What follows belongs to an exercise in optimizing a design on an open flow for small area and a short achievable clock period; a production flow would make more cautious choices. Where RTL was checked, it was by simulation tests only, not by an equivalence proof against the original. No functional check of the RTL was part of run 2. Power figures rest on the tool's default switching activity, not on a simulated workload.

--- design.v ---
module full_adder(input a,b,cin,
                  output sum,co);
assign sum=a^b^cin;
assign co=(a&b)|(b&cin)|(cin&a);
endmodule
module half_adder(input a,
                  input b,
                  output sum,
                  output carry);
assign sum=a^b;
assign carry=a&b;
endmodule
module half_adder_n(input a_n,
                    input b_n,
                    output sum_n,
                    output carry_n);
xnor2 x(a_n,b_n,sum_n);
or2 o(a_n,b_n,carry_n);
endmodule
module xnor2(input a,b, output y);
assign y=~(a^b);
endmodule
module or2(input a,b, output y);
assign y=a|b;
endmodule
module mux2_1(input h,s,e1,e0,
              output d);
assign d=(e1&s)|(e0&h);
endmodule
module mul_16x16(input clk,
                 input [15:0]a,
                 input [15:0]b,
                 output [31:0]c);
reg [15:0]ra,rb;
reg [55:0]s2;      
reg [31:0]p3,p4;
wire pn0_0 = ~(ra[0] & rb[0]);    
wire pn0_1 = ~(ra[0] & rb[1]);    
wire pn0_2 = ~(ra[0] & rb[2]);    
wire pn0_3 = ~(ra[0] & rb[3]);    
wire pn0_4 = ~(ra[0] & rb[4]);    
wire pn0_5 = ~(ra[0] & rb[5]);    
wire pn0_6 = ~(ra[0] & rb[6]);    
wire pn0_7 = ~(ra[0] & rb[7]);    
wire pn0_8 = ~(ra[0] & rb[8]);    
wire pn0_9 = ~(ra[0] & rb[9]);    
wire pn0_10 = ~(ra[0] & rb[10]);    
wire pn0_11 = ~(ra[0] & rb[11]);    
wire pn0_12 = ~(ra[0] & rb[12]);    
wire pn0_13 = ~(ra[0] & rb[13]);    
wire pn0_14 = ~(ra[0] & rb[14]);    
wire pn0_15 = ~(ra[0] & rb[15]);    
wire pn1_0 = ~(ra[1] & rb[0]);    
wire pn1_1 = ~(ra[1] & rb[1]);    
wire pn1_2 = ~(ra[1] & rb[2]);    
wire pn1_3 = ~(ra[1] & rb[3]);    
wire pn1_4 = ~(ra[1] & rb[4]);    
wire pn1_5 = ~(ra[1] & rb[5]);    
wire pn1_6 = ~(ra[1] & rb[6]);    
wire pn1_7 = ~(ra[1] & rb[7]);    
wire pn1_8 = ~(ra[1] & rb[8]);    
wire pn1_9 = ~(ra[1] & rb[9]);    
wire pn1_10 = ~(ra[1] & rb[10]);    
wire pn1_11 = ~(ra[1] & rb[11]);    
wire pn1_12 = ~(ra[1] & rb[12]);    
wire pn1_13 = ~(ra[1] & rb[13]);    
wire pn1_14 = ~(ra[1] & rb[14]);    
wire pn1_15 = ~(ra[1] & rb[15]);    
wire pn2_0 = ~(ra[2] & rb[0]);    
wire pn2_1 = ~(ra[2] & rb[1]);    
wire pn2_2 = ~(ra[2] & rb[2]);    
wire pn2_3 = ~(ra[2] & rb[3]);    
wire pn2_4 = ~(ra[2] & rb[4]);    
wire pn2_5 = ~(ra[2] & rb[5]);    
wire pn2_6 = ~(ra[2] & rb[6]);    
wire pn2_7 = ~(ra[2] & rb[7]);    
wire pn2_8 = ~(ra[2] & rb[8]);    
wire pn2_9 = ~(ra[2] & rb[9]);    
wire pn2_10 = ~(ra[2] & rb[10]);    
wire pn2_11 = ~(ra[2] & rb[11]);    
wire pn2_12 = ~(ra[2] & rb[12]);    
wire pn2_13 = ~(ra[2] & rb[13]);    
wire pn2_14 = ~(ra[2] & rb[14]);    
wire pn2_15 = ~(ra[2] & rb[15]);    
wire pn3_0 = ~(ra[3] & rb[0]);    
wire pn3_1 = ~(ra[3] & rb[1]);    
wire pn3_2 = ~(ra[3] & rb[2]);    
wire pn3_3 = ~(ra[3] & rb[3]);    
wire pn3_4 = ~(ra[3] & rb[4]);    
wire pn3_5 = ~(ra[3] & rb[5]);    
wire pn3_6 = ~(ra[3] & rb[6]);    
wire pn3_7 = ~(ra[3] & rb[7]);    
wire pn3_8 = ~(ra[3] & rb[8]);    
wire pn3_9 = ~(ra[3] & rb[9]);    
wire pn3_10 = ~(ra[3] & rb[10]);    
wire pn3_11 = ~(ra[3] & rb[11]);    
wire pn3_12 = ~(ra[3] & rb[12]);    
wire pn3_13 = ~(ra[3] & rb[13]);    
wire pn3_14 = ~(ra[3] & rb[14]);    
wire pn3_15 = ~(ra[3] & rb[15]);    
wire pn4_0 = ~(ra[4] & rb[0]);    
wire pn4_1 = ~(ra[4] & rb[1]);    
wire pn4_2 = ~(ra[4] & rb[2]);    
wire pn4_3 = ~(ra[4] & rb[3]);    
wire pn4_4 = ~(ra[4] & rb[4]);    
wire pn4_5 = ~(ra[4] & rb[5]);    
wire pn4_6 = ~(ra[4] & rb[6]);    
wire pn4_7 = ~(ra[4] & rb[7]);    
wire pn4_8 = ~(ra[4] & rb[8]);    
wire pn4_9 = ~(ra[4] & rb[9]);    
wire pn4_10 = ~(ra[4] & rb[10]);    
wire pn4_11 = ~(ra[4] & rb[11]);    
wire pn4_12 = ~(ra[4] & rb[12]);    
wire pn4_13 = ~(ra[4] & rb[13]);    
wire pn4_14 = ~(ra[4] & rb[14]);    
wire pn4_15 = ~(ra[4] & rb[15]);    
wire pn5_0 = ~(ra[5] & rb[0]);    
wire pn5_1 = ~(ra[5] & rb[1]);    
wire pn5_2 = ~(ra[5] & rb[2]);    
wire pn5_3 = ~(ra[5] & rb[3]);    
wire pn5_4 = ~(ra[5] & rb[4]);    
wire pn5_5 = ~(ra[5] & rb[5]);    
wire pn5_6 = ~(ra[5] & rb[6]);    
wire pn5_7 = ~(ra[5] & rb[7]);    
wire pn5_8 = ~(ra[5] & rb[8]);    
wire pn5_9 = ~(ra[5] & rb[9]);    
wire pn5_10 = ~(ra[5] & rb[10]);    
wire pn5_11 = ~(ra[5] & rb[11]);    
wire pn5_12 = ~(ra[5] & rb[12]);    
wire pn5_13 = ~(ra[5] & rb[13]);    
wire pn5_14 = ~(ra[5] & rb[14]);    
wire pn5_15 = ~(ra[5] & rb[15]);    
wire pn6_0 = ~(ra[6] & rb[0]);    
wire pn6_1 = ~(ra[6] & rb[1]);    
wire pn6_2 = ~(ra[6] & rb[2]);    
wire pn6_3 = ~(ra[6] & rb[3]);    
wire pn6_4 = ~(ra[6] & rb[4]);    
wire pn6_5 = ~(ra[6] & rb[5]);    
wire pn6_6 = ~(ra[6] & rb[6]);    
wire pn6_7 = ~(ra[6] & rb[7]);    
wire pn6_8 = ~(ra[6] & rb[8]);    
wire pn6_9 = ~(ra[6] & rb[9]);    
wire pn6_10 = ~(ra[6] & rb[10]);    
wire pn6_11 = ~(ra[6] & rb[11]);    
wire pn6_12 = ~(ra[6] & rb[12]);    
wire pn6_13 = ~(ra[6] & rb[13]);    
wire pn6_14 = ~(ra[6] & rb[14]);    
wire pn6_15 = ~(ra[6] & rb[15]);    
wire pn7_0 = ~(ra[7] & rb[0]);    
wire pn7_1 = ~(ra[7] & rb[1]);    
wire pn7_2 = ~(ra[7] & rb[2]);    
wire pn7_3 = ~(ra[7] & rb[3]);    
wire pn7_4 = ~(ra[7] & rb[4]);    
wire pn7_5 = ~(ra[7] & rb[5]);    
wire pn7_6 = ~(ra[7] & rb[6]);    
wire pn7_7 = ~(ra[7] & rb[7]);    
wire pn7_8 = ~(ra[7] & rb[8]);    
wire pn7_9 = ~(ra[7] & rb[9]);    
wire pn7_10 = ~(ra[7] & rb[10]);    
wire pn7_11 = ~(ra[7] & rb[11]);    
wire pn7_12 = ~(ra[7] & rb[12]);    
wire pn7_13 = ~(ra[7] & rb[13]);    
wire pn7_14 = ~(ra[7] & rb[14]);    
wire pn7_15 = ~(ra[7] & rb[15]);    
wire pn8_0 = ~(ra[8] & rb[0]);    
wire pn8_1 = ~(ra[8] & rb[1]);    
wire pn8_2 = ~(ra[8] & rb[2]);    
wire pn8_3 = ~(ra[8] & rb[3]);    
wire pn8_4 = ~(ra[8] & rb[4]);    
wire pn8_5 = ~(ra[8] & rb[5]);    
wire pn8_6 = ~(ra[8] & rb[6]);    
wire pn8_7 = ~(ra[8] & rb[7]);    
wire pn8_8 = ~(ra[8] & rb[8]);    
wire pn8_9 = ~(ra[8] & rb[9]);    
wire pn8_10 = ~(ra[8] & rb[10]);    
wire pn8_11 = ~(ra[8] & rb[11]);    
wire pn8_12 = ~(ra[8] & rb[12]);    
wire pn8_13 = ~(ra[8] & rb[13]);    
wire pn8_14 = ~(ra[8] & rb[14]);    
wire pn8_15 = ~(ra[8] & rb[15]);    
wire pn9_0 = ~(ra[9] & rb[0]);    
wire pn9_1 = ~(ra[9] & rb[1]);    
wire pn9_2 = ~(ra[9] & rb[2]);    
wire pn9_3 = ~(ra[9] & rb[3]);    
wire pn9_4 = ~(ra[9] & rb[4]);    
wire pn9_5 = ~(ra[9] & rb[5]);    
wire pn9_6 = ~(ra[9] & rb[6]);    
wire pn9_7 = ~(ra[9] & rb[7]);    
wire pn9_8 = ~(ra[9] & rb[8]);    
wire pn9_9 = ~(ra[9] & rb[9]);    
wire pn9_10 = ~(ra[9] & rb[10]);    
wire pn9_11 = ~(ra[9] & rb[11]);    
wire pn9_12 = ~(ra[9] & rb[12]);    
wire pn9_13 = ~(ra[9] & rb[13]);    
wire pn9_14 = ~(ra[9] & rb[14]);    
wire pn9_15 = ~(ra[9] & rb[15]);    
wire pn10_0 = ~(ra[10] & rb[0]);    
wire pn10_1 = ~(ra[10] & rb[1]);    
wire pn10_2 = ~(ra[10] & rb[2]);    
wire pn10_3 = ~(ra[10] & rb[3]);    
wire pn10_4 = ~(ra[10] & rb[4]);    
wire pn10_5 = ~(ra[10] & rb[5]);    
wire pn10_6 = ~(ra[10] & rb[6]);    
wire pn10_7 = ~(ra[10] & rb[7]);    
wire pn10_8 = ~(ra[10] & rb[8]);    
wire pn10_9 = ~(ra[10] & rb[9]);    
wire pn10_10 = ~(ra[10] & rb[10]);    
wire pn10_11 = ~(ra[10] & rb[11]);    
wire pn10_12 = ~(ra[10] & rb[12]);    
wire pn10_13 = ~(ra[10] & rb[13]);    
wire pn10_14 = ~(ra[10] & rb[14]);    
wire pn10_15 = ~(ra[10] & rb[15]);    
wire pn11_0 = ~(ra[11] & rb[0]);    
wire pn11_1 = ~(ra[11] & rb[1]);    
wire pn11_2 = ~(ra[11] & rb[2]);    
wire pn11_3 = ~(ra[11] & rb[3]);    
wire pn11_4 = ~(ra[11] & rb[4]);    
wire pn11_5 = ~(ra[11] & rb[5]);    
wire pn11_6 = ~(ra[11] & rb[6]);    
wire pn11_7 = ~(ra[11] & rb[7]);    
wire pn11_8 = ~(ra[11] & rb[8]);    
wire pn11_9 = ~(ra[11] & rb[9]);    
wire pn11_10 = ~(ra[11] & rb[10]);    
wire pn11_11 = ~(ra[11] & rb[11]);    
wire pn11_12 = ~(ra[11] & rb[12]);    
wire pn11_13 = ~(ra[11] & rb[13]);    
wire pn11_14 = ~(ra[11] & rb[14]);    
wire pn11_15 = ~(ra[11] & rb[15]);    
wire pn12_0 = ~(ra[12] & rb[0]);    
wire pn12_1 = ~(ra[12] & rb[1]);    
wire pn12_2 = ~(ra[12] & rb[2]);    
wire pn12_3 = ~(ra[12] & rb[3]);    
wire pn12_4 = ~(ra[12] & rb[4]);    
wire pn12_5 = ~(ra[12] & rb[5]);    
wire pn12_6 = ~(ra[12] & rb[6]);    
wire pn12_7 = ~(ra[12] & rb[7]);    
wire pn12_8 = ~(ra[12] & rb[8]);    
wire pn12_9 = ~(ra[12] & rb[9]);    
wire pn12_10 = ~(ra[12] & rb[10]);    
wire pn12_11 = ~(ra[12] & rb[11]);    
wire pn12_12 = ~(ra[12] & rb[12]);    
wire pn12_13 = ~(ra[12] & rb[13]);    
wire pn12_14 = ~(ra[12] & rb[14]);    
wire pn12_15 = ~(ra[12] & rb[15]);    
wire pn13_0 = ~(ra[13] & rb[0]);    
wire pn13_1 = ~(ra[13] & rb[1]);    
wire pn13_2 = ~(ra[13] & rb[2]);    
wire pn13_3 = ~(ra[13] & rb[3]);    
wire pn13_4 = ~(ra[13] & rb[4]);    
wire pn13_5 = ~(ra[13] & rb[5]);    
wire pn13_6 = ~(ra[13] & rb[6]);    
wire pn13_7 = ~(ra[13] & rb[7]);    
wire pn13_8 = ~(ra[13] & rb[8]);    
wire pn13_9 = ~(ra[13] & rb[9]);    
wire pn13_10 = ~(ra[13] & rb[10]);    
wire pn13_11 = ~(ra[13] & rb[11]);    
wire pn13_12 = ~(ra[13] & rb[12]);    
wire pn13_13 = ~(ra[13] & rb[13]);    
wire pn13_14 = ~(ra[13] & rb[14]);    
wire pn13_15 = ~(ra[13] & rb[15]);    
wire pn14_0 = ~(ra[14] & rb[0]);    
wire pn14_1 = ~(ra[14] & rb[1]);    
wire pn14_2 = ~(ra[14] & rb[2]);    
wire pn14_3 = ~(ra[14] & rb[3]);    
wire pn14_4 = ~(ra[14] & rb[4]);    
wire pn14_5 = ~(ra[14] & rb[5]);    
wire pn14_6 = ~(ra[14] & rb[6]);    
wire pn14_7 = ~(ra[14] & rb[7]);    
wire pn14_8 = ~(ra[14] & rb[8]);    
wire pn14_9 = ~(ra[14] & rb[9]);    
wire pn14_10 = ~(ra[14] & rb[10]);    
wire pn14_11 = ~(ra[14] & rb[11]);    
wire pn14_12 = ~(ra[14] & rb[12]);    
wire pn14_13 = ~(ra[14] & rb[13]);    
wire pn14_14 = ~(ra[14] & rb[14]);    
wire pn14_15 = ~(ra[14] & rb[15]);    
wire pn15_0 = ~(ra[15] & rb[0]);    
wire pn15_1 = ~(ra[15] & rb[1]);    
wire pn15_2 = ~(ra[15] & rb[2]);    
wire pn15_3 = ~(ra[15] & rb[3]);    
wire pn15_4 = ~(ra[15] & rb[4]);    
wire pn15_5 = ~(ra[15] & rb[5]);    
wire pn15_6 = ~(ra[15] & rb[6]);    
wire pn15_7 = ~(ra[15] & rb[7]);    
wire pn15_8 = ~(ra[15] & rb[8]);    
wire pn15_9 = ~(ra[15] & rb[9]);    
wire pn15_10 = ~(ra[15] & rb[10]);    
wire pn15_11 = ~(ra[15] & rb[11]);    
wire pn15_12 = ~(ra[15] & rb[12]);    
wire pn15_13 = ~(ra[15] & rb[13]);    
wire pn15_14 = ~(ra[15] & rb[14]);    
wire pn15_15 = ~(ra[15] & rb[15]);    
wire s1, c2;
half_adder_n ha2(pn0_13, pn1_12, s1, c2);
wire s3, c4;
full_adder fa4(pn0_14, pn1_13, pn2_12, s3, c4);
wire s5, c6;
half_adder_n ha6(pn3_11, pn4_10, s5, c6);
wire s7, c8;
full_adder fa8(pn0_15, pn1_14, pn2_13, s7, c8);
wire s9, c10;
full_adder fa10(pn3_12, pn4_11, pn5_10, s9, c10);
wire s11, c12;
half_adder_n ha12(pn6_9, pn7_8, s11, c12);
wire s13, c14;
full_adder fa14(pn1_15, pn2_14, pn3_13, s13, c14);
wire s15, c16;
full_adder fa16(pn4_12, pn5_11, pn6_10, s15, c16);
wire s17, c18;
half_adder_n ha18(pn7_9, pn8_8, s17, c18);
wire s19, c20;
full_adder fa20(pn2_15, pn3_14, pn4_13, s19, c20);
wire s21, c22;
full_adder fa22(pn5_12, pn6_11, pn7_10, s21, c22);
wire s23, c24;
full_adder fa24(pn3_15, pn4_14, pn5_13, s23, c24);
wire s25, c26;
half_adder_n ha26(pn0_9, pn1_8, s25, c26);
wire s27, c28;
full_adder fa28(pn0_10, pn1_9, pn2_8, s27, c28);
wire s29, c30;
half_adder_n ha30(pn3_7, pn4_6, s29, c30);
wire s31, c32;
full_adder fa32(pn0_11, pn1_10, pn2_9, s31, c32);
wire s33, c34;
full_adder fa34(pn3_8, pn4_7, pn5_6, s33, c34);
wire s35, c36;
half_adder_n ha36(pn6_5, pn7_4, s35, c36);
wire s37, c38;
full_adder fa38(pn0_12, pn1_11, pn2_10, s37, c38);
wire s39, c40;
full_adder fa40(pn3_9, pn4_8, pn5_7, s39, c40);
wire s41, c42;
full_adder fa42(pn6_6, pn7_5, pn8_4, s41, c42);
wire s43, c44;
half_adder_n ha44(pn9_3, pn10_2, s43, c44);
wire s45, c46;
full_adder fa46(pn2_11, pn3_10, pn4_9, s45, c46);
wire s47, c48;
full_adder fa48(pn5_8, pn6_7, pn7_6, s47, c48);
wire s49, c50;
full_adder fa50(pn8_5, pn9_4, pn10_3, s49, c50);
wire s51, c52;
full_adder fa52(pn11_2, pn12_1, pn13_0, s51, c52);
wire s53, c54;
full_adder fa54(pn5_9, pn6_8, pn7_7, s53, c54);
wire s55, c56;
full_adder fa56(pn8_6, pn9_5, pn10_4, s55, c56);
wire s57, c58;
full_adder fa58(pn11_3, pn12_2, pn13_1, s57, c58);
wire s59, c60;
full_adder fa60(pn14_0, c2, s5, s59, c60);
wire s61, c62;
full_adder fa62(pn8_7, pn9_6, pn10_5, s61, c62);
wire s63, c64;
full_adder fa64(pn11_4, pn12_3, pn13_2, s63, c64);
wire s65, c66;
full_adder fa66(pn14_1, pn15_0, c6, s65, c66);
wire s67, c68;
full_adder fa68(s11, c4, s7, s67, c68);
wire s69, c70;
full_adder fa70(pn9_7, pn10_6, pn11_5, s69, c70);
wire s71, c72;
full_adder fa72(pn12_4, pn13_3, pn14_2, s71, c72);
wire s73, c74;
full_adder fa74(pn15_1, c12, s17, s73, c74);
wire s75, c76;
full_adder fa76(c8, c10, s13, s75, c76);
wire s77, c78;
full_adder fa78(pn8_9, pn9_8, pn10_7, s77, c78);
wire s79, c80;
full_adder fa80(pn11_6, pn12_5, pn13_4, s79, c80);
wire s81, c82;
full_adder fa82(pn14_3, pn15_2, c18, s81, c82);
wire s83, c84;
full_adder fa84(c14, c16, s19, s83, c84);
wire s85, c86;
full_adder fa86(pn6_12, pn7_11, pn8_10, s85, c86);
wire s87, c88;
full_adder fa88(pn9_9, pn10_8, pn11_7, s87, c88);
wire s89, c90;
full_adder fa90(pn12_6, pn13_5, pn14_4, s89, c90);
wire s91, c92;
full_adder fa92(pn15_3, c20, c22, s91, c92);
wire s93, c94;
full_adder fa94(pn4_15, pn5_14, pn6_13, s93, c94);
wire s95, c96;
full_adder fa96(pn7_12, pn8_11, pn9_10, s95, c96);
wire s97, c98;
full_adder fa98(pn10_9, pn11_8, pn12_7, s97, c98);
wire s99, c100;
full_adder fa100(pn13_6, pn14_5, pn15_4, s99, c100);
wire s101, c102;
full_adder fa102(pn5_15, pn6_14, pn7_13, s101, c102);
wire s103, c104;
full_adder fa104(pn8_12, pn9_11, pn10_10, s103, c104);
wire s105, c106;
full_adder fa106(pn11_9, pn12_8, pn13_7, s105, c106);
wire s107, c108;
full_adder fa108(pn6_15, pn7_14, pn8_13, s107, c108);
wire s109, c110;
full_adder fa110(pn9_12, pn10_11, pn11_10, s109, c110);
wire s111, c112;
full_adder fa112(pn7_15, pn8_14, pn9_13, s111, c112);
wire s113, c114;
half_adder_n ha114(pn0_6, pn1_5, s113, c114);
wire s115, c116;
full_adder fa116(pn0_7, pn1_6, pn2_5, s115, c116);
wire s117, c118;
half_adder_n ha118(pn3_4, pn4_3, s117, c118);
wire s119, c120;
full_adder fa120(pn0_8, pn1_7, pn2_6, s119, c120);
wire s121, c122;
full_adder fa122(pn3_5, pn4_4, pn5_3, s121, c122);
wire s123, c124;
half_adder_n ha124(pn6_2, pn7_1, s123, c124);
wire s125, c126;
full_adder fa126(pn2_7, pn3_6, pn4_5, s125, c126);
wire s127, c128;
full_adder fa128(pn5_4, pn6_3, pn7_2, s127, c128);
wire s129, c130;
full_adder fa130(pn8_1, pn9_0, s25, s129, c130);
wire s131, c132;
full_adder fa132(pn5_5, pn6_4, pn7_3, s131, c132);
wire s133, c134;
full_adder fa134(pn8_2, pn9_1, pn10_0, s133, c134);
wire s135, c136;
full_adder fa136(c26, s29, s27, s135, c136);
wire s137, c138;
full_adder fa138(pn8_3, pn9_2, pn10_1, s137, c138);
wire s139, c140;
full_adder fa140(pn11_0, c30, s35, s139, c140);
wire s141, c142;
full_adder fa142(c28, s31, s33, s141, c142);
wire s143, c144;
full_adder fa144(pn11_1, pn12_0, c36, s143, c144);
wire s145, c146;
full_adder fa146(s43, c32, c34, s145, c146);
wire s147, c148;
full_adder fa148(s37, s39, s41, s147, c148);
wire s149, c150;
full_adder fa150(c44, s1, c38, s149, c150);
wire s151, c152;
full_adder fa152(c40, c42, s45, s151, c152);
wire s153, c154;
full_adder fa154(s47, s49, s51, s153, c154);
wire s155, c156;
full_adder fa156(c46, c48, c50, s155, c156);
wire s157, c158;
full_adder fa158(c52, s53, s55, s157, c158);
wire s159, c160;
full_adder fa160(s57, s3, s59, s159, c160);
wire s161, c162;
full_adder fa162(c54, c56, c58, s161, c162);
wire s163, c164;
full_adder fa164(s61, s63, s9, s163, c164);
wire s165, c166;
full_adder fa166(c60, s65, s67, s165, c166);
wire s167, c168;
full_adder fa168(c62, c64, s69, s167, c168);
wire s169, c170;
full_adder fa170(s71, s15, c66, s169, c170);
wire s171, c172;
full_adder fa172(s73, c68, s75, s171, c172);
wire s173, c174;
full_adder fa174(c70, c72, s77, s173, c174);
wire s175, c176;
full_adder fa176(s79, s21, c74, s175, c176);
wire s177, c178;
full_adder fa178(s81, c76, s83, s177, c178);
wire s179, c180;
full_adder fa180(c78, c80, s85, s179, c180);
wire s181, c182;
full_adder fa182(s87, s89, s23, s181, c182);
wire s183, c184;
full_adder fa184(c82, c84, s91, s183, c184);
wire s185, c186;
full_adder fa186(c86, c88, c90, s185, c186);
wire s187, c188;
full_adder fa188(s93, s95, s97, s187, c188);
wire s189, c190;
full_adder fa190(s99, c24, c92, s189, c190);
wire s191, c192;
full_adder fa192(pn14_6, pn15_5, c94, s191, c192);
wire s193, c194;
full_adder fa194(c96, c98, c100, s193, c194);
wire s195, c196;
full_adder fa196(s101, s103, s105, s195, c196);
wire s197, c198;
full_adder fa198(pn12_9, pn13_8, pn14_7, s197, c198);
wire s199, c200;
full_adder fa200(pn15_6, c102, c104, s199, c200);
wire s201, c202;
full_adder fa202(c106, s107, s109, s201, c202);
wire s203, c204;
full_adder fa204(pn10_12, pn11_11, pn12_10, s203, c204);
wire s205, c206;
full_adder fa206(pn13_9, pn14_8, pn15_7, s205, c206);
wire s207, c208;
full_adder fa208(c108, c110, s111, s207, c208);
wire s209, c210;
full_adder fa210(pn8_15, pn9_14, pn10_13, s209, c210);
wire s211, c212;
full_adder fa212(pn11_12, pn12_11, pn13_10, s211, c212);
wire s213, c214;
full_adder fa214(pn14_9, pn15_8, c112, s213, c214);
wire s215, c216;
full_adder fa216(pn9_15, pn10_14, pn11_13, s215, c216);
wire s217, c218;
full_adder fa218(pn12_12, pn13_11, pn14_10, s217, c218);
wire s219, c220;
full_adder fa220(pn10_15, pn11_14, pn12_13, s219, c220);
wire s221, c222;
half_adder_n ha222(pn0_4, pn1_3, s221, c222);
wire s223, c224;
full_adder fa224(pn0_5, pn1_4, pn2_3, s223, c224);
wire s225, c226;
half_adder_n ha226(pn3_2, pn4_1, s225, c226);
wire s227, c228;
full_adder fa228(pn2_4, pn3_3, pn4_2, s227, c228);
wire s229, c230;
full_adder fa230(pn5_1, pn6_0, s113, s229, c230);
wire s231, c232;
full_adder fa232(pn5_2, pn6_1, pn7_0, s231, c232);
wire s233, c234;
full_adder fa234(c114, s117, s115, s233, c234);
wire s235, c236;
full_adder fa236(pn8_0, c118, s123, s235, c236);
wire s237, c238;
full_adder fa238(c116, s119, s121, s237, c238);
wire s239, c240;
full_adder fa240(c124, c120, c122, s239, c240);
wire s241, c242;
full_adder fa242(s125, s127, s129, s241, c242);
wire s243, c244;
full_adder fa244(c126, c128, s131, s243, c244);
wire s245, c246;
full_adder fa246(s133, c130, s135, s245, c246);
wire s247, c248;
full_adder fa248(c132, c134, s137, s247, c248);
wire s249, c250;
full_adder fa250(s139, c136, s141, s249, c250);
wire s251, c252;
full_adder fa252(c138, c140, s143, s251, c252);
wire s253, c254;
full_adder fa254(c142, s145, s147, s253, c254);
wire s255, c256;
full_adder fa256(c144, c146, c148, s255, c256);
wire s257, c258;
full_adder fa258(s149, s151, s153, s257, c258);
wire s259, c260;
full_adder fa260(c150, c152, c154, s259, c260);
wire s261, c262;
full_adder fa262(s155, s157, s159, s261, c262);
wire s263, c264;
full_adder fa264(c156, c158, s161, s263, c264);
wire s265, c266;
full_adder fa266(s163, c160, s165, s265, c266);
wire s267, c268;
full_adder fa268(c162, c164, s167, s267, c268);
wire s269, c270;
full_adder fa270(s169, c166, s171, s269, c270);
wire s271, c272;
full_adder fa272(c168, s173, c170, s271, c272);
wire s273, c274;
full_adder fa274(s175, c172, s177, s273, c274);
wire s275, c276;
full_adder fa276(c174, s179, s181, s275, c276);
wire s277, c278;
full_adder fa278(c176, c178, s183, s277, c278);
wire s279, c280;
full_adder fa280(c180, c182, s185, s279, c280);
wire s281, c282;
full_adder fa282(s187, c184, s189, s281, c282);
wire s283, c284;
full_adder fa284(c186, c188, s191, s283, c284);
wire s285, c286;
full_adder fa286(s193, s195, c190, s285, c286);
wire s287, c288;
full_adder fa288(s197, c192, c194, s287, c288);
wire s289, c290;
full_adder fa290(c196, s199, s201, s289, c290);
wire s291, c292;
full_adder fa292(c198, s203, s205, s291, c292);
wire s293, c294;
full_adder fa294(c200, c202, s207, s293, c294);
wire s295, c296;
full_adder fa296(c204, c206, s209, s295, c296);
wire s297, c298;
full_adder fa298(s211, c208, s213, s297, c298);
wire s299, c300;
full_adder fa300(pn15_9, c210, c212, s299, c300);
wire s301, c302;
full_adder fa302(s215, s217, c214, s301, c302);
wire s303, c304;
full_adder fa304(pn13_12, pn14_11, pn15_10, s303, c304);
wire s305, c306;
full_adder fa306(c216, c218, s219, s305, c306);
wire s307, c308;
full_adder fa308(pn11_15, pn12_14, pn13_13, s307, c308);
wire s309, c310;
full_adder fa310(pn14_12, pn15_11, c220, s309, c310);
wire s311, c312;
full_adder fa312(pn12_15, pn13_14, pn14_13, s311, c312);
wire s313, c314;
half_adder_n ha314(pn0_3, pn1_2, s313, c314);
wire s315, c316;
full_adder fa316(pn2_2, pn3_1, pn4_0, s315, c316);
wire s317, c318;
full_adder fa318(pn5_0, c222, s225, s317, c318);
wire s319, c320;
full_adder fa320(c226, c224, s227, s319, c320);
wire s321, c322;
full_adder fa322(c228, s231, c230, s321, c322);
wire s323, c324;
full_adder fa324(c232, s235, c234, s323, c324);
wire s325, c326;
full_adder fa326(c236, c238, s239, s325, c326);
wire s327, c328;
full_adder fa328(c240, s243, c242, s327, c328);
wire s329, c330;
full_adder fa330(c244, s247, c246, s329, c330);
wire s331, c332;
full_adder fa332(c248, s251, c250, s331, c332);
wire s333, c334;
full_adder fa334(c252, c254, s255, s333, c334);
wire s335, c336;
full_adder fa336(c256, c258, s259, s335, c336);
wire s337, c338;
full_adder fa338(c260, s263, c262, s337, c338);
wire s339, c340;
full_adder fa340(c264, s267, c266, s339, c340);
wire s341, c342;
full_adder fa342(c268, s271, c270, s341, c342);
wire s343, c344;
full_adder fa344(s275, c272, c274, s343, c344);
wire s345, c346;
full_adder fa346(c276, s279, c278, s345, c346);
wire s347, c348;
full_adder fa348(c280, s283, c282, s347, c348);
wire s349, c350;
full_adder fa350(c284, s287, s289, s349, c350);
wire s351, c352;
full_adder fa352(s291, c288, c290, s351, c352);
wire s353, c354;
full_adder fa354(c292, s295, c294, s353, c354);
wire s355, c356;
full_adder fa356(c296, s299, c298, s355, c356);
wire s357, c358;
full_adder fa358(s303, c300, s305, s357, c358);
wire s359, c360;
full_adder fa360(c304, s307, c306, s359, c360);
wire s361, c362;
full_adder fa362(pn15_12, c308, s311, s361, c362);
wire s363, c364;
full_adder fa364(pn13_15, pn14_14, pn15_13, s363, c364);
wire s365, c366;
half_adder_n ha366(pn0_2, pn1_1, s365, c366);
wire s367, c368;
full_adder fa368(pn2_1, pn3_0, s313, s367, c368);
wire s369, c370;
full_adder fa370(c314, s221, s315, s369, c370);
wire s371, c372;
full_adder fa372(c316, s223, s317, s371, c372);
wire s373, c374;
full_adder fa374(c318, s229, s319, s373, c374);
wire s375, c376;
full_adder fa376(c320, s233, s321, s375, c376);
wire s377, c378;
full_adder fa378(s237, c322, s323, s377, c378);
wire s379, c380;
full_adder fa380(s241, c324, s325, s379, c380);
wire s381, c382;
full_adder fa382(c326, s245, s327, s381, c382);
wire s383, c384;
full_adder fa384(s249, c328, s329, s383, c384);
wire s385, c386;
full_adder fa386(s253, c330, s331, s385, c386);
wire s387, c388;
full_adder fa388(s257, c332, s333, s387, c388);
wire s389, c390;
full_adder fa390(s261, c334, s335, s389, c390);
wire s391, c392;
full_adder fa392(c336, s265, s337, s391, c392);
wire s393, c394;
full_adder fa394(s269, c338, s339, s393, c394);
wire s395, c396;
full_adder fa396(s273, c340, s341, s395, c396);
wire s397, c398;
full_adder fa398(s277, c342, s343, s397, c398);
wire s399, c400;
full_adder fa400(s281, c344, s345, s399, c400);
wire s401, c402;
full_adder fa402(s285, c346, s347, s401, c402);
wire s403, c404;
full_adder fa404(s349, c286, c348, s403, c404);
wire s405, c406;
full_adder fa406(s293, c350, s351, s405, c406);
wire s407, c408;
full_adder fa408(s297, c352, s353, s407, c408);
wire s409, c410;
full_adder fa410(s301, c354, s355, s409, c410);
wire s411, c412;
full_adder fa412(s357, c302, c356, s411, c412);
wire s413, c414;
full_adder fa414(s309, c358, s359, s413, c414);
wire s415, c416;
full_adder fa416(s361, c310, c360, s415, c416);
wire s417, c418;
full_adder fa418(s363, c312, c362, s417, c418);
wire s419, c420;
full_adder fa420(pn14_15, pn15_14, c364, s419, c420);
wire s421, c422;
half_adder_n ha422(pn0_1, pn1_0, s421, c422);
wire s423, c424;
full_adder fa424(pn2_0, s365, c422, s423, c424);
wire s425, c426;
full_adder fa426(c366, s367, c424, s425, c426);
wire s427, c428;
full_adder fa428(c368, s369, c426, s427, c428);
wire s429, c430;
full_adder fa430(c370, s371, c428, s429, c430);
wire s431, c432;
full_adder fa432(c372, s373, c430, s431, c432);
wire [55:0]s2_d;
assign s2_d[0] = pn0_0;    
assign s2_d[1] = s421;    
assign s2_d[2] = s423;    
assign s2_d[3] = s425;    
assign s2_d[4] = s427;    
assign s2_d[5] = s429;    
assign s2_d[6] = s431;    
assign s2_d[7] = c374;    
assign s2_d[8] = s375;    
assign s2_d[9] = c432;    
assign s2_d[10] = c376;    
assign s2_d[11] = s377;    
assign s2_d[12] = c378;    
assign s2_d[13] = s379;    
assign s2_d[14] = c380;    
assign s2_d[15] = s381;    
assign s2_d[16] = c382;    
assign s2_d[17] = s383;    
assign s2_d[18] = c384;    
assign s2_d[19] = s385;    
assign s2_d[20] = c386;    
assign s2_d[21] = s387;    
assign s2_d[22] = c388;    
assign s2_d[23] = s389;    
assign s2_d[24] = c390;    
assign s2_d[25] = s391;    
assign s2_d[26] = c392;    
assign s2_d[27] = s393;    
assign s2_d[28] = c394;    
assign s2_d[29] = s395;    
assign s2_d[30] = c396;    
assign s2_d[31] = s397;    
assign s2_d[32] = c398;    
assign s2_d[33] = s399;    
assign s2_d[34] = c400;    
assign s2_d[35] = s401;    
assign s2_d[36] = c402;    
assign s2_d[37] = s403;    
assign s2_d[38] = c404;    
assign s2_d[39] = s405;    
assign s2_d[40] = c406;    
assign s2_d[41] = s407;    
assign s2_d[42] = c408;    
assign s2_d[43] = s409;    
assign s2_d[44] = c410;    
assign s2_d[45] = s411;    
assign s2_d[46] = c412;    
assign s2_d[47] = s413;    
assign s2_d[48] = c414;    
assign s2_d[49] = s415;    
assign s2_d[50] = c416;    
assign s2_d[51] = s417;    
assign s2_d[52] = c418;    
assign s2_d[53] = s419;    
assign s2_d[54] = c420;    
assign s2_d[55] = pn15_15;    
wire [31:0]x3 = {1'b1, s2[54], s2[52], s2[50], s2[48], s2[46], s2[44], s2[42], s2[40], s2[38], s2[36], s2[34], s2[32], s2[30], s2[28], s2[26], s2[24], s2[22], s2[20], s2[18], s2[16], s2[14], s2[12], s2[10], s2[7], s2[6], s2[5], s2[4], s2[3], s2[2], s2[1], s2[0]};
wire [31:0]y3 = {1'b1, s2[55], s2[53], s2[51], s2[49], s2[47], s2[45], s2[43], s2[41], s2[39], s2[37], s2[35], s2[33], s2[31], s2[29], s2[27], s2[25], s2[23], s2[21], s2[19], s2[17], s2[15], s2[13], s2[11], s2[8], 1'b1, 1'b1, 1'b1, 1'b1, 1'b1, 1'b1, 1'b1};
wire kg0 = s2[7] & s2[8];
wire kp0 = s2[7] ^ s2[8];
wire kg1 = s2[10] & s2[11];
wire kp1 = s2[10] ^ s2[11];
wire kg2 = s2[12] & s2[13];
wire kp2 = s2[12] ^ s2[13];
wire kg3 = s2[14] & s2[15];
wire kp3 = s2[14] ^ s2[15];
wire kg4 = s2[16] & s2[17];
wire kp4 = s2[16] ^ s2[17];
wire kg5 = s2[18] & s2[19];
wire kp5 = s2[18] ^ s2[19];
wire kg6 = s2[20] & s2[21];
wire kp6 = s2[20] ^ s2[21];
wire kg7 = s2[22] & s2[23];
wire kp7 = s2[22] ^ s2[23];
wire kg8 = s2[24] & s2[25];
wire kp8 = s2[24] ^ s2[25];
wire kg9 = s2[26] & s2[27];
wire kp9 = s2[26] ^ s2[27];
wire kg10 = s2[28] & s2[29];
wire kp10 = s2[28] ^ s2[29];
wire kg11 = s2[30] & s2[31];
wire kp11 = s2[30] ^ s2[31];
wire kg12 = s2[32] & s2[33];
wire kp12 = s2[32] ^ s2[33];
wire kg13 = s2[34] & s2[35];
wire kp13 = s2[34] ^ s2[35];
wire kg14 = s2[36] & s2[37];
wire kp14 = s2[36] ^ s2[37];
wire kg15 = s2[38] & s2[39];
wire kp15 = s2[38] ^ s2[39];
wire kg16 = s2[40] & s2[41];
wire kp16 = s2[40] ^ s2[41];
wire kg17 = s2[42] & s2[43];
wire kp17 = s2[42] ^ s2[43];
wire kg18 = s2[44] & s2[45];
wire kp18 = s2[44] ^ s2[45];
wire kg19 = s2[46] & s2[47];
wire kp19 = s2[46] ^ s2[47];
wire kg20 = s2[48] & s2[49];
wire kp20 = s2[48] ^ s2[49];
wire kg21 = s2[50] & s2[51];
wire kp21 = s2[50] ^ s2[51];
wire kg22 = s2[52] & s2[53];
wire kp22 = s2[52] ^ s2[53];
wire kg23 = s2[54] & s2[55];
wire kp23 = s2[54] ^ s2[55];
wire kg24 = 1'b1 & 1'b1;
wire kp24 = 1'b1 ^ 1'b1;
wire kg0c = kg0 | (kp0 & s2[9]);
wire kG1 = kg1 | (kp1 & kg0c);
wire kP1 = kp1 & kp0;
wire kG2 = kg3 | (kp3 & kg2);
wire kP2 = kp3 & kp2;
wire kG3 = kg5 | (kp5 & kg4);
wire kP3 = kp5 & kp4;
wire kG4 = kg7 | (kp7 & kg6);
wire kP4 = kp7 & kp6;
wire kG5 = kg9 | (kp9 & kg8);
wire kP5 = kp9 & kp8;
wire kG6 = kg11 | (kp11 & kg10);
wire kP6 = kp11 & kp10;
wire kG7 = kg13 | (kp13 & kg12);
wire kP7 = kp13 & kp12;
wire kG8 = kg15 | (kp15 & kg14);
wire kP8 = kp15 & kp14;
wire kG9 = kg17 | (kp17 & kg16);
wire kP9 = kp17 & kp16;
wire kG10 = kg19 | (kp19 & kg18);
wire kP10 = kp19 & kp18;
wire kG11 = kg21 | (kp21 & kg20);
wire kP11 = kp21 & kp20;
wire kG12 = kg23 | (kp23 & kg22);
wire kP12 = kp23 & kp22;
wire kG13 = kG2 | (kP2 & kG1);
wire kP13 = kP2 & kP1;
wire kG14 = kG4 | (kP4 & kG3);
wire kP14 = kP4 & kP3;
wire kG15 = kG6 | (kP6 & kG5);
wire kP15 = kP6 & kP5;
wire kG16 = kG8 | (kP8 & kG7);
wire kP16 = kP8 & kP7;
wire kG17 = kG10 | (kP10 & kG9);
wire kP17 = kP10 & kP9;
wire kG18 = kG12 | (kP12 & kG11);
wire kP18 = kP12 & kP11;
wire kG19 = kG14 | (kP14 & kG13);
wire kP19 = kP14 & kP13;
wire kG20 = kG16 | (kP16 & kG15);
wire kP20 = kP16 & kP15;
wire kG21 = kG18 | (kP18 & kG17);
wire kP21 = kP18 & kP17;
wire kG22 = kG20 | (kP20 & kG19);
wire kP22 = kP20 & kP19;
wire kG23 = kG21 | (kP21 & kG22);
wire kP23 = kP21 & kP22;
wire kG24 = kG15 | (kP15 & kG19);
wire kP24 = kP15 & kP19;
wire kG25 = kG17 | (kP17 & kG22);
wire kP25 = kP17 & kP22;
wire kG26 = kG3 | (kP3 & kG13);
wire kP26 = kP3 & kP13;
wire kG27 = kG5 | (kP5 & kG19);
wire kP27 = kP5 & kP19;
wire kG28 = kG7 | (kP7 & kG24);
wire kP28 = kP7 & kP24;
wire kG29 = kG9 | (kP9 & kG22);
wire kP29 = kP9 & kP22;
wire kG30 = kG11 | (kP11 & kG25);
wire kP30 = kP11 & kP25;
wire kG31 = kg2 | (kp2 & kG1);
wire kP31 = kp2 & kP1;
wire kG32 = kg4 | (kp4 & kG13);
wire kP32 = kp4 & kP13;
wire kG33 = kg6 | (kp6 & kG26);
wire kP33 = kp6 & kP26;
wire kG34 = kg8 | (kp8 & kG19);
wire kP34 = kp8 & kP19;
wire kG35 = kg10 | (kp10 & kG27);
wire kP35 = kp10 & kP27;
wire kG36 = kg12 | (kp12 & kG24);
wire kP36 = kp12 & kP24;
wire kG37 = kg14 | (kp14 & kG28);
wire kP37 = kp14 & kP28;
wire kG38 = kg16 | (kp16 & kG22);
wire kP38 = kp16 & kP22;
wire kG39 = kg18 | (kp18 & kG29);
wire kP39 = kp18 & kP29;
wire kG40 = kg20 | (kp20 & kG25);
wire kP40 = kp20 & kP25;
wire kG41 = kg22 | (kp22 & kG30);
wire kP41 = kp22 & kP30;
wire kG42 = kg24 | (kp24 & kG23);
wire kP42 = kp24 & kP23;
wire [31:0]p3_d = {(kp24 ^ kG23), (kp23 ^ kG41), (kp22 ^ kG30), (kp21 ^ kG40), (kp20 ^ kG25), (kp19 ^ kG39), (kp18 ^ kG29), (kp17 ^ kG38), (kp16 ^ kG22), (kp15 ^ kG37), (kp14 ^ kG28), (kp13 ^ kG36), (kp12 ^ kG24), (kp11 ^ kG35), (kp10 ^ kG27), (kp9 ^ kG34), (kp8 ^ kG19), (kp7 ^ kG33), (kp6 ^ kG26), (kp5 ^ kG32), (kp4 ^ kG13), (kp3 ^ kG31), (kp2 ^ kG1), (kp1 ^ kg0c), (kp0 ^ s2[9]), s2[6], s2[5], s2[4], s2[3], s2[2], s2[1], s2[0]};
always @(posedge clk)
 begin
  ra<=a;
  rb<=b;
  s2<=s2_d;
  p3<=~p3_d;    
  p4<=p3;
 end
assign c=p4;
endmodule
module accumulator(input clk,en,clr,
                   input [31:0]a,
                   output [39:0]c);
reg [39:0]acc;
wire [39:0]b={8'b0,a};
wire [39:0]g0=acc&b;
wire [39:0]p0=acc^b;
wire gg1 = g0[1] | (p0[1] & g0[0]);
wire pp1 = p0[1] & p0[0];
wire gg2 = g0[3] | (p0[3] & g0[2]);
wire pp2 = p0[3] & p0[2];
wire gg3 = g0[5] | (p0[5] & g0[4]);
wire pp3 = p0[5] & p0[4];
wire gg4 = g0[7] | (p0[7] & g0[6]);
wire pp4 = p0[7] & p0[6];
wire gg5 = g0[9] | (p0[9] & g0[8]);
wire pp5 = p0[9] & p0[8];
wire gg6 = g0[11] | (p0[11] & g0[10]);
wire pp6 = p0[11] & p0[10];
wire gg7 = g0[13] | (p0[13] & g0[12]);
wire pp7 = p0[13] & p0[12];
wire gg8 = g0[15] | (p0[15] & g0[14]);
wire pp8 = p0[15] & p0[14];
wire gg9 = g0[17] | (p0[17] & g0[16]);
wire pp9 = p0[17] & p0[16];
wire gg10 = g0[19] | (p0[19] & g0[18]);
wire pp10 = p0[19] & p0[18];
wire gg11 = g0[21] | (p0[21] & g0[20]);
wire pp11 = p0[21] & p0[20];
wire gg12 = g0[23] | (p0[23] & g0[22]);
wire pp12 = p0[23] & p0[22];
wire gg13 = g0[25] | (p0[25] & g0[24]);
wire pp13 = p0[25] & p0[24];
wire gg14 = g0[27] | (p0[27] & g0[26]);
wire pp14 = p0[27] & p0[26];
wire gg15 = g0[29] | (p0[29] & g0[28]);
wire pp15 = p0[29] & p0[28];
wire gg16 = g0[31] | (p0[31] & g0[30]);
wire pp16 = p0[31] & p0[30];
wire gg17 = g0[33] | (p0[33] & g0[32]);
wire pp17 = p0[33] & p0[32];
wire gg18 = g0[35] | (p0[35] & g0[34]);
wire pp18 = p0[35] & p0[34];
wire gg19 = g0[37] | (p0[37] & g0[36]);
wire pp19 = p0[37] & p0[36];
wire gg20 = g0[39] | (p0[39] & g0[38]);
wire pp20 = p0[39] & p0[38];
wire gg21 = gg2 | (pp2 & gg1);
wire pp21 = pp2 & pp1;
wire gg22 = gg4 | (pp4 & gg3);
wire pp22 = pp4 & pp3;
wire gg23 = gg6 | (pp6 & gg5);
wire pp23 = pp6 & pp5;
wire gg24 = gg8 | (pp8 & gg7);
wire pp24 = pp8 & pp7;
wire gg25 = gg10 | (pp10 & gg9);
wire pp25 = pp10 & pp9;
wire gg26 = gg12 | (pp12 & gg11);
wire pp26 = pp12 & pp11;
wire gg27 = gg14 | (pp14 & gg13);
wire pp27 = pp14 & pp13;
wire gg28 = gg16 | (pp16 & gg15);
wire pp28 = pp16 & pp15;
wire gg29 = gg18 | (pp18 & gg17);
wire pp29 = pp18 & pp17;
wire gg30 = gg20 | (pp20 & gg19);
wire pp30 = pp20 & pp19;
wire gg31 = gg22 | (pp22 & gg21);
wire pp31 = pp22 & pp21;
wire gg32 = gg24 | (pp24 & gg23);
wire pp32 = pp24 & pp23;
wire gg33 = gg26 | (pp26 & gg25);
wire pp33 = pp26 & pp25;
wire gg34 = gg28 | (pp28 & gg27);
wire pp34 = pp28 & pp27;
wire gg35 = gg30 | (pp30 & gg29);
wire pp35 = pp30 & pp29;
wire gg36 = gg32 | (pp32 & gg31);
wire pp36 = pp32 & pp31;
wire gg37 = gg34 | (pp34 & gg33);
wire pp37 = pp34 & pp33;
wire gg38 = gg37 | (pp37 & gg36);
wire pp38 = pp37 & pp36;
wire gg39 = gg33 | (pp33 & gg36);
wire pp39 = pp33 & pp36;
wire gg40 = gg35 | (pp35 & gg38);
wire pp40 = pp35 & pp38;
wire gg41 = gg23 | (pp23 & gg31);
wire pp41 = pp23 & pp31;
wire gg42 = gg25 | (pp25 & gg36);
wire pp42 = pp25 & pp36;
wire gg43 = gg27 | (pp27 & gg39);
wire pp43 = pp27 & pp39;
wire gg44 = gg29 | (pp29 & gg38);
wire pp44 = pp29 & pp38;
wire gg45 = gg3 | (pp3 & gg21);
wire pp45 = pp3 & pp21;
wire gg46 = gg5 | (pp5 & gg31);
wire pp46 = pp5 & pp31;
wire gg47 = gg7 | (pp7 & gg41);
wire pp47 = pp7 & pp41;
wire gg48 = gg9 | (pp9 & gg36);
wire pp48 = pp9 & pp36;
wire gg49 = gg11 | (pp11 & gg42);
wire pp49 = pp11 & pp42;
wire gg50 = gg13 | (pp13 & gg39);
wire pp50 = pp13 & pp39;
wire gg51 = gg15 | (pp15 & gg43);
wire pp51 = pp15 & pp43;
wire gg52 = gg17 | (pp17 & gg38);
wire pp52 = pp17 & pp38;
wire gg53 = gg19 | (pp19 & gg44);
wire pp53 = pp19 & pp44;
wire gg54 = g0[2] | (p0[2] & gg1);
wire pp54 = p0[2] & pp1;
wire gg55 = g0[4] | (p0[4] & gg21);
wire pp55 = p0[4] & pp21;
wire gg56 = g0[6] | (p0[6] & gg45);
wire pp56 = p0[6] & pp45;
wire gg57 = g0[8] | (p0[8] & gg31);
wire pp57 = p0[8] & pp31;
wire gg58 = g0[10] | (p0[10] & gg46);
wire pp58 = p0[10] & pp46;
wire gg59 = g0[12] | (p0[12] & gg41);
wire pp59 = p0[12] & pp41;
wire gg60 = g0[14] | (p0[14] & gg47);
wire pp60 = p0[14] & pp47;
wire gg61 = g0[16] | (p0[16] & gg36);
wire pp61 = p0[16] & pp36;
wire gg62 = g0[18] | (p0[18] & gg48);
wire pp62 = p0[18] & pp48;
wire gg63 = g0[20] | (p0[20] & gg42);
wire pp63 = p0[20] & pp42;
wire gg64 = g0[22] | (p0[22] & gg49);
wire pp64 = p0[22] & pp49;
wire gg65 = g0[24] | (p0[24] & gg39);
wire pp65 = p0[24] & pp39;
wire gg66 = g0[26] | (p0[26] & gg50);
wire pp66 = p0[26] & pp50;
wire gg67 = g0[28] | (p0[28] & gg43);
wire pp67 = p0[28] & pp43;
wire gg68 = g0[30] | (p0[30] & gg51);
wire pp68 = p0[30] & pp51;
wire gg69 = g0[32] | (p0[32] & gg38);
wire pp69 = p0[32] & pp38;
wire gg70 = g0[34] | (p0[34] & gg52);
wire pp70 = p0[34] & pp52;
wire gg71 = g0[36] | (p0[36] & gg44);
wire pp71 = p0[36] & pp44;
wire gg72 = g0[38] | (p0[38] & gg53);
wire pp72 = p0[38] & pp53;
wire [39:0]cy={gg72, gg53, gg71, gg44, gg70, gg52, gg69, gg38, gg68, gg51, gg67, gg43, gg66, gg50, gg65, gg39, gg64, gg49, gg63, gg42, gg62, gg48, gg61, gg36, gg60, gg47, gg59, gg41, gg58, gg46, gg57, gg31, gg56, gg45, gg55, gg21, gg54, gg1, g0[0], 1'b0};
wire [39:0]sum=p0^cy;
wire [39:0]d;
wire e1=en&~clr;     
wire e0=~(en|clr);   
genvar i;
generate
 for (i=0;i<40;i=i+1)
  begin : sel
   mux2_1 m(acc[i],sum[i],e1,e0,d[i]);
  end
endgenerate
always @(posedge clk)
  acc <= d;
assign c = acc;
endmodule
module mac_unit(input clk,en,clr,
                input [15:0]a,b,
                output [39:0]c);
wire [31:0]temp1;
mul_16x16 m1(clk,a,b,temp1);
accumulator a1(clk,en,clr,temp1,c);
endmodule
--- flow/run.sh ---
#!/bin/bash
# The standard layout (standard.sh), with these changes:
#  - every port gets a buf_1 buffer (ORFS's buffer_ports with -buffer_cell);
#  - setup repair aims for 9.70 ns of slack at the design's clock period, and
#    does not remove buffers (so every port keeps its buffer).
# ORFS writes each step's full log under orfs/logs/; make's own output goes to standard.log.
export BUFFER_PORTS_ARGS="-buffer_cell sky130_fd_sc_hd__buf_1"
export PRE_RESIZE_TCL=$PWD/flow/sizes.tcl
export SETUP_SLACK_MARGIN=9.70
export SKIP_BUFFER_REMOVAL=1
bash standard.sh > standard.log 2>&1
--- flow/sizes.tcl ---
# Sizes of the output buffers (made by buffer_ports, named output*), of the
# accumulator flip-flops that drive them, and of the operand flip-flops.
foreach inst [get_cells {output*}] {
  replace_cell $inst sky130_fd_sc_hd__buf_2
}
foreach inst [get_cells {a1.acc*}] {
  replace_cell $inst sky130_fd_sc_hd__dfxtp_2
}
foreach inst [get_cells {m1.ra* m1.rb*}] {
  replace_cell $inst sky130_fd_sc_hd__dfxtp_2
}
--- standard.sh ---
#!/bin/bash
# synth_recipe.tcl (not shown) runs the flow's synth.tcl, then flattens the netlist and writes it again
# the make line also repeats each setting of config.mk as NAME=value (left out here)
make -C /OpenROAD-flow-scripts/flow DESIGN_CONFIG=/design/flow/config.mk WORK_HOME=/design/flow/orfs CLKGATE_MAP_FILE= SYNTH_SCRIPT=/design/flow/synth_recipe.tcl "${@:-finish}"
--- config.mk ---
export PLATFORM = sky130hd
export DESIGN_NAME = mac_unit
export DESIGN_NICKNAME = mac_unit
export VERILOG_FILES = /design/flow/design.v
export SDC_FILE = /design/flow/constraint.sdc
export NUM_CORES = 4
export LEC_CHECK = 0
export CAP_MARGIN = 20
export CORE_MARGIN = 2
export CORE_UTILIZATION = 40
export CTS_BUF_LIST = sky130_fd_sc_hd__clkbuf_8
export SLEW_MARGIN = 20
export SYNTH_HIERARCHICAL = 1
export SYNTH_MINIMUM_KEEP_SIZE = 0
--- constraint.sdc ---
create_clock -name core_clock -period 13.5 [get_ports {clk}]
set_input_delay 2.7000 -clock core_clock [delete_from_list [all_inputs] [get_ports {clk}]]
set_output_delay 2.7000 -clock core_clock [all_outputs]
set_load 0.01 [all_outputs]
==> results of run 1 <==
## routing by layer
layer,vias up,global-route usage (%),share of wire (%)
met2,238,28.75,47
met1,3791,23.49,45
met3,34,3.774,7.0
li1,3500,-,-
met4,0,4.709,1.7
met5,-,0,0
## path summary, 6_finish.rpt
path,to,cells past startpoint,slack (ns),startpoint
worst max-delay path,c[12],1,9.79,a1.acc[12]
worst min-delay path,m1.p4[10],0,0.32,m1.p3[10]
worst min register to register,m1.p4[10],0,0.32,m1.p3[10]
worst max register to register,m1.s2[31],7,9.84,m1.rb[15]
## layout make-up
cell class	count	area, um2
clock buffer	20	275.3
tap	396	495.5
fill	2799	17100
sequential	192	3934
clock inverter	12	96.34
timing repair buffer	75	335.3
multi-input combinational	777	7890
inverter	60	225.2
## placed cells by master, fill, tap and decap left out, types with 17 or more instances in the layout
cell,count
a21oi_1,27
a22o_1,40
buf_1,34
buf_2,40
clkbuf_8,20
dfxtp_1,120
dfxtp_2,72
fa_1,229
ha_1,57
inv_1,62
nand2_1,279
xnor2_1,29
xor2_1,17
## modules after synthesis, one instance, submodules excluded, excerpt
| module | flops+latches | cells | times used | area (um2) |
|---|---|---|---|---|
| accumulator | 40 | 233 | 1 | 2386 |
| mul_16x16 | 152 | 596 | 1 | 5269 |
| or2 | 0 | 1 | 16 | 6.256 |
| full_adder | 0 | 1 | 200 | 20.02 |
| mux2_1 | 0 | 1 | 40 | 8.758 |
| xnor2 | 0 | 1 | 16 | 8.758 |
## through the flow
step	utilization, %	instances	total power, uW	hold slack (ns)	instance area [um2]
5_1_grt	43.66	1532	2799	0.3190	13250
6_report	43.66	1532	2516	0.3227	13250
3_5_place_dp	42.44	1500	2189	0.3121	12880
3_3_place_gp	41.98	1500	2117	0.3100	12740
4_1_cts	43.66	1532	2554	0.3238	13250
2_1_floorplan	-	1101	1849	0.3096	12260
## power by group
group	total, uW	switching (uW)	internal, uW
combinational	1220	653	568
sequential	937	135	802
clock	357	210	147
## registers in the layout (all words and copies together) (netlist names)
signal and flops:
a1.acc 40, m1.p3 32, m1.p4 32, m1.ra 16, m1.rb 16, m1.s2 56
## logic make-up (layout without fill, tap and decap cells)
family          after synthesis  after routing
compound gates              109            109
xor+xnor                     46             46
fa+ha+maj                   286            286
buf+inv                     132            167
flops                       192            192
simple gates                336            336
==> results.toml, run 1 <==
[logic_synthesis]
synth.avg_cell_area_um2 = 11.13
synth_xor_area_share_pct = 3.289
synthMuxAreaShare_pct = 0
synth_common_cells = "nand2_1 (279), fa_1 (229), dfxtp_1 (192)"
synth_edf_count = 0
synth_area_um2 = 12250
synthCells = 1101
yosysWarningCount = 8
yosysSeqAreaShare_pct = 31.38
synth_most_common_cell = "nand2_1"
ys_ff_latch = 192
synthAdderAreaFrac_pct = 43.25
async_flop_share_pct = 0
synth-simple-area-share_pct = 11.38
synth_top_family_by_area = "adder cells"
synth_compound_area_share_pct = 6.415
synthFlopType = "dfxtp_1"
netlist.area_leader.share_pct = 37.43
synth.area.top_cells = "fa_1 (37%), dfxtp_1 (31%), nand2_1 (8.5%)"
synth.net_count = 1422
yosys.area.top_type = "fa_1"
synth_cell_types = 45

[timing]
rsz0062_at_grt = "no"
fin_tns_setup_ns = 0
clock.fmax_mhz = 269.8
finalWorstSetupSlack_ns = 9.794
finClkSkew_ns = 0.02042
post-route-period-util_pct = 27.45
worst_pin_slew_ns = 0.9960
final-hold-violation-count = 0
slew_headroom_pct = 33.46
slew_violations = 0
fin_crit_ns = 3.706
setup_viol = 0

[global_routing]
gr-total-overflow = 0
grt_max_degree = 41
grt_pass1_vias = 8258
track_usage_pct = 17.51
antenna_found_initial = 0
grt_pass1_wl_um = 43010

[min_path]
worst_hold_path_type = "flip-flop to flip-flop"

[finish]
drive_gt1_share_pct = 13.82
nets = 1444
diodes = 0
syn_to_final_growth_pct = 8.182

[power_and_ir_drop]
power.leakage_uw = 0.005271
power_density_nw_per_um2 = 189.8
irDropWorstVdd_mv = 0.06066

[worst_setup_path]
crit_chain = "buf_2"
worstPathRequired_ns = 10.80
critPathSlowestCell = "dfxtp_2"
endpoint_kind = "primary output"
critPathArrivalTime_ns = 1.01
crit_family = "flip-flops"
path_class = "flip-flop to primary output"
path_max_fanout = 4
startpoint_type = "flip-flop"
cp_slowest_stage_delay_ns = 0.38
cp.buffers_inverters = 1

[clocking]
clk_latency_ns = 0.47
cts_root_buf = "clkbuf_8"
numCtsBuffers = 17
clockBufferDepth = 2
htreeDepth = 4
clock-sinks = 192
cts_resized = 0
cts_tree = "yes"
cts_setup_buffers = 0
ctsHoldBuffers = 0
path_clk_slew_ns = 0.10

[place]
dp_slack_ns = 9.464
dp_hpwl_um = 18630
io_buffers = 74
place.gp.congestion = 0.8254

[routing]
viasPerCell = 4.937
drc = 0
first_iter_violations = 478
totalWireLength_um = 25630
drt_first_pass_iters = 4
detail-route-antenna-nets = 0
via_count = 7563
avgRoutedWirePerCell_um = 16.73

[floorplanning]
die_x_um = 179.0
core-area_um2 = 30350
dieHeight_um = 179.0
die_area_um2 = 32040
start_util_pct = 40.36
rows = 64
io_pins = 75

[job]
drv_cap = 0

[outcome]
status = "timing/DRC/antenna clean"
==> run 2: changes to the inputs <==
--- a/design.v
+++ b/design.v
@@ -24,7 +24,7 @@
 assign y=a|b;
 endmodule
-module mux2_1(input h,s,e1,e0,
+module mux2_1(input h,s,en,clr,
               output d);
-assign d=(e1&s)|(e0&h);
+assign d=~clr&(en?s:h);
 endmodule
 module mul_16x16(input clk,
@@ -1082,11 +1082,9 @@
 wire [39:0]sum=p0^cy;
 wire [39:0]d;
-wire e1=en&~clr;     
-wire e0=~(en|clr);   
 genvar i;
 generate
  for (i=0;i<40;i=i+1)
   begin : sel
-   mux2_1 m(acc[i],sum[i],e1,e0,d[i]);
+   mux2_1 m(acc[i],sum[i],en,clr,d[i]);
   end
 endgenerate
--- a/flow/sizes.tcl
+++ b/flow/sizes.tcl
@@ -8,4 +8,4 @@
 }
 foreach inst [get_cells {m1.ra* m1.rb*}] {
-  replace_cell $inst sky130_fd_sc_hd__dfxtp_2
+  replace_cell $inst sky130_fd_sc_hd__dfxtp_4
 }
==> results.toml, run 2 <==
[finish]
layout.cells.non_filler = 1570
num-fill-cells = 2863
nets = 1482
final_cell_mix = "nand2_1 (279), fa_1 (229), dfxtp_1 (120), inv_1 (61), ha_1 (57)"
regMostFlops = "m1.s2"
reg_top3 = "m1.s2 (56), a1.acc (40)"
drive_gt1_share_pct = 13.46
diodes = 0
syn_to_final_growth_pct = 8.861
layout_commonest_cell = "nand2_1"
fin_util_pct = 44.27
largest_reg_flops = 56

[power_and_ir_drop]
p_total_uw = 2625
irDropWorstVdd_mv = 0.06883
comb_power_share_pct = 49.8
p_sw_uw = 1074
power_frac_clock_pct = 14.2
intPower_uw = 1551
power.leakage_uw = 0.005450
power_density_nw_per_um2 = 193.9
swShare_pct = 40.91
power_frac_seq_pct = 36.0

[timing]
fin_tns_setup_ns = 0
final-hold-violation-count = 0
slew_headroom_pct = 37.80
setup_viol = 0
clock.fmax_mhz = 269.1
finClkSkew_ns = 0.02141
slew_violations = 0
rsz0062_at_grt = "no"
worst_pin_slew_ns = 0.9330
post-route-period-util_pct = 27.52
timing.hold.ws_ns = 0.3249
fin_crit_ns = 3.716

[global_routing]
grt_pass1_vias = 8472
grt_pass1_wl_um = 44450
antenna_found_initial = 0
grt_max_degree = 41
gr-total-overflow = 0
track_usage_pct = 17.32

[worst_setup_path]
r2r-end = "m1.s2[29]"
endpoint_kind = "primary output"
cp.buffers_inverters = 1
crit_chain = "buf_2"
reg2reg_slack_ns = 9.94
startpoint_type = "flip-flop"
cp_slowest_stage_delay_ns = 0.38
reg2reg_from = "m1.ra[0]"
worstPathRequired_ns = 10.80
path_max_fanout = 4
critPathSlowestCell = "dfxtp_2"
path_class = "flip-flop to primary output"
reg2regPathDepth = 7
crit_family = "flip-flops"
critPathArrivalTime_ns = 1.02

[routing]
drt_first_pass_iters = 5
via_count = 7724
avgRoutedWirePerCell_um = 16.69
totalWireLength_um = 26200
viasPerCell = 4.920
drc = 0
first_iter_violations = 433
detail-route-antenna-nets = 0

[clocking]
clk_latency_ns = 0.48
path_clk_slew_ns = 0.12
cts_resized = 0
clock-sinks = 192
cts_setup_buffers = 0
htreeDepth = 4
ctsHoldBuffers = 0
clockBufferDepth = 2
cts_tree = "yes"
numCtsBuffers = 17
cts_root_buf = "clkbuf_8"

[logic_synthesis]
yosys.area.top_type = "fa_1"
synth_most_common_cell = "nand2_1"
ys_ff_latch = 192
synth_common_cells = "nand2_1 (279), fa_1 (229), dfxtp_1 (192)"
synth.avg_cell_area_um2 = 10.92
synth_area_um2 = 12440
synth.area.top_cells = "fa_1 (37%), dfxtp_1 (31%), nand2_1 (8.4%)"
netlist.area_leader.share_pct = 36.85
synth.net_count = 1460
yosysWarningCount = 8
synth_edf_count = 0
synthFlopType = "dfxtp_1"
yosysSeqAreaShare_pct = 30.90
synthCells = 1139
async_flop_share_pct = 0
synth_cell_types = 45

[min_path]
holdCritStartpoint = "m1.p3[30]"
min_to = "m1.p4[30]"
worst_hold_path_type = "flip-flop to flip-flop"
min_delay_path_depth = 0

[place]
place.gp.congestion = 0.8378
dp.cells = 1538
io_buffers = 74
dp_hpwl_um = 19140

[floorplanning]
io_pins = 75
rows = 64
dieHeight_um = 180.3
core-area_um2 = 30590
die_x_um = 180.3
die_area_um2 = 32520
start_util_pct = 40.67

[job]
drv_cap = 0

[outcome]
status = "timing/DRC/antenna clean"
## run 2: changes by cell type after synthesis, sizes merged
cell	delta
nor2	+39
nor2b	-1
mux2i	+40
a22o	-40
## run 2: how the worst max path moves through the flow
stage / depth (start not counted) / slack, ns / startpoint / end
2_1_floorplan: 9 / 9.87 / m1.rb[11] / m1.s2[31]
3_3_place_gp: 4 / 9.63 / en / a1.acc[35]
3_5_place_dp: 4 / 9.62 / en / a1.acc[29]
4_1_cts: 1 / 9.72 / a1.acc[24] / c[24]
5_1_grt: 1 / 9.70 / a1.acc[24] / c[24]
6_report: 1 / 9.78 / a1.acc[24] / c[24]
## run 2: per-module statistics from Yosys (local to each module, per instance), a selection
module	copies in the design	flip-flops and latches	cells	area [um2]
or2	16	0	1	6.256
full_adder	200	0	1	20.02
mul_16x16	1	152	596	5269
accumulator	1	40	231	2376
mux2_1	40	0	2	13.76
xnor2	16	0	1	8.758
## run 2: metrics by stage
step,area [um2],worst slack (ns)
floorplan,12440,9.867
global placement,12920,9.633
detailed placement,13140,9.623
CTS,13540,9.719
global route,13540,9.701
finish,13540,9.784
## run 2: cell families after synthesis
kind of cell | Yosys count | synth area share (%)
XOR/XNOR | 46 | 3.239
adder cells (fa/ha/maj) | 286 | 42.59
buffers and inverters | 132 | 4.225
AO/OA/AOI/OAI | 69 | 3.500
AND/OR/NAND/NOR | 374 | 12.33
flip-flops | 192 | 30.90
multiplexers | 40 | 3.219
## run 2: final cells by class
type	instances	area, um2	area share, %
repair buffers	75	337.8	2.495
clock buffers	18	247.7	1.829
inverters	60	225.2	1.663
flip-flops and latches	192	4019	29.68
clock inverters	14	146.4	1.081
multi-input cells	815	8070	59.60
well taps	396	495.5	3.659
## run 2: per-layer routing
metal | part of all wire (%) | track usage, % | vias up | wire, um
li1 | - | - | 3577 | -
met1 | 44 | 22.75 | 3823 | 11610
met2 | 46 | 27.74 | 279 | 11980
met3 | 8.0 | 5.093 | 45 | 2089
met4 | 2.0 | 5.290 | 0 | 522
met5 | 0 | 0 | - | 0
## run 2: power groups by stage
stage / Clock, uW / Sequential [uW] / Combinational (uW)
after floorplan: 0 / 910 / 1000
after global placement: 0 / 950 / 1260
after detailed placement: 0 / 960 / 1330
after CTS: 392 / 947 / 1330
after global routing: 414 / 976 / 1540
final: 373 / 945 / 1310
## run 2: worst register-to-register path: cells and delay by family (launching register included)
kind | cells | cell delay [ns]
flops | 1 | 0.50
fa+ha+maj | 6 | 2.81
simple gates | 1 | 0.13

afterwards: timing with drivers on the ports:
No port has a modelled driver above. Below, the same layouts with a new extraction and two added sets of constraints.
Step 1, drivers: a clkbuf_16 drives clk and a buf_2 each remaining input, both assumed.
Step 2 adds t to the input delays and takes it off the output delays; t is the mean of the earliest and latest rising clock arrival at the registers after step 1. Input paths then give back, and output paths get back, about the clock's delay inside the block.
a / b / c = ideal ports / drivers / drivers and shift; a / b = the first two.
run	shift t [ns]	setup slack, ns	pins driven straight from the clock port
run 1	0.506	9.794 / 9.750 / 9.501	1
run 2	0.514	9.784 / 9.737 / 9.640	1
After both steps every run listed still meets setup and hold. For run 1, which loses most, drivers alone change the setup slack by -0.044 ns; drivers and shift together by -0.293 ns.
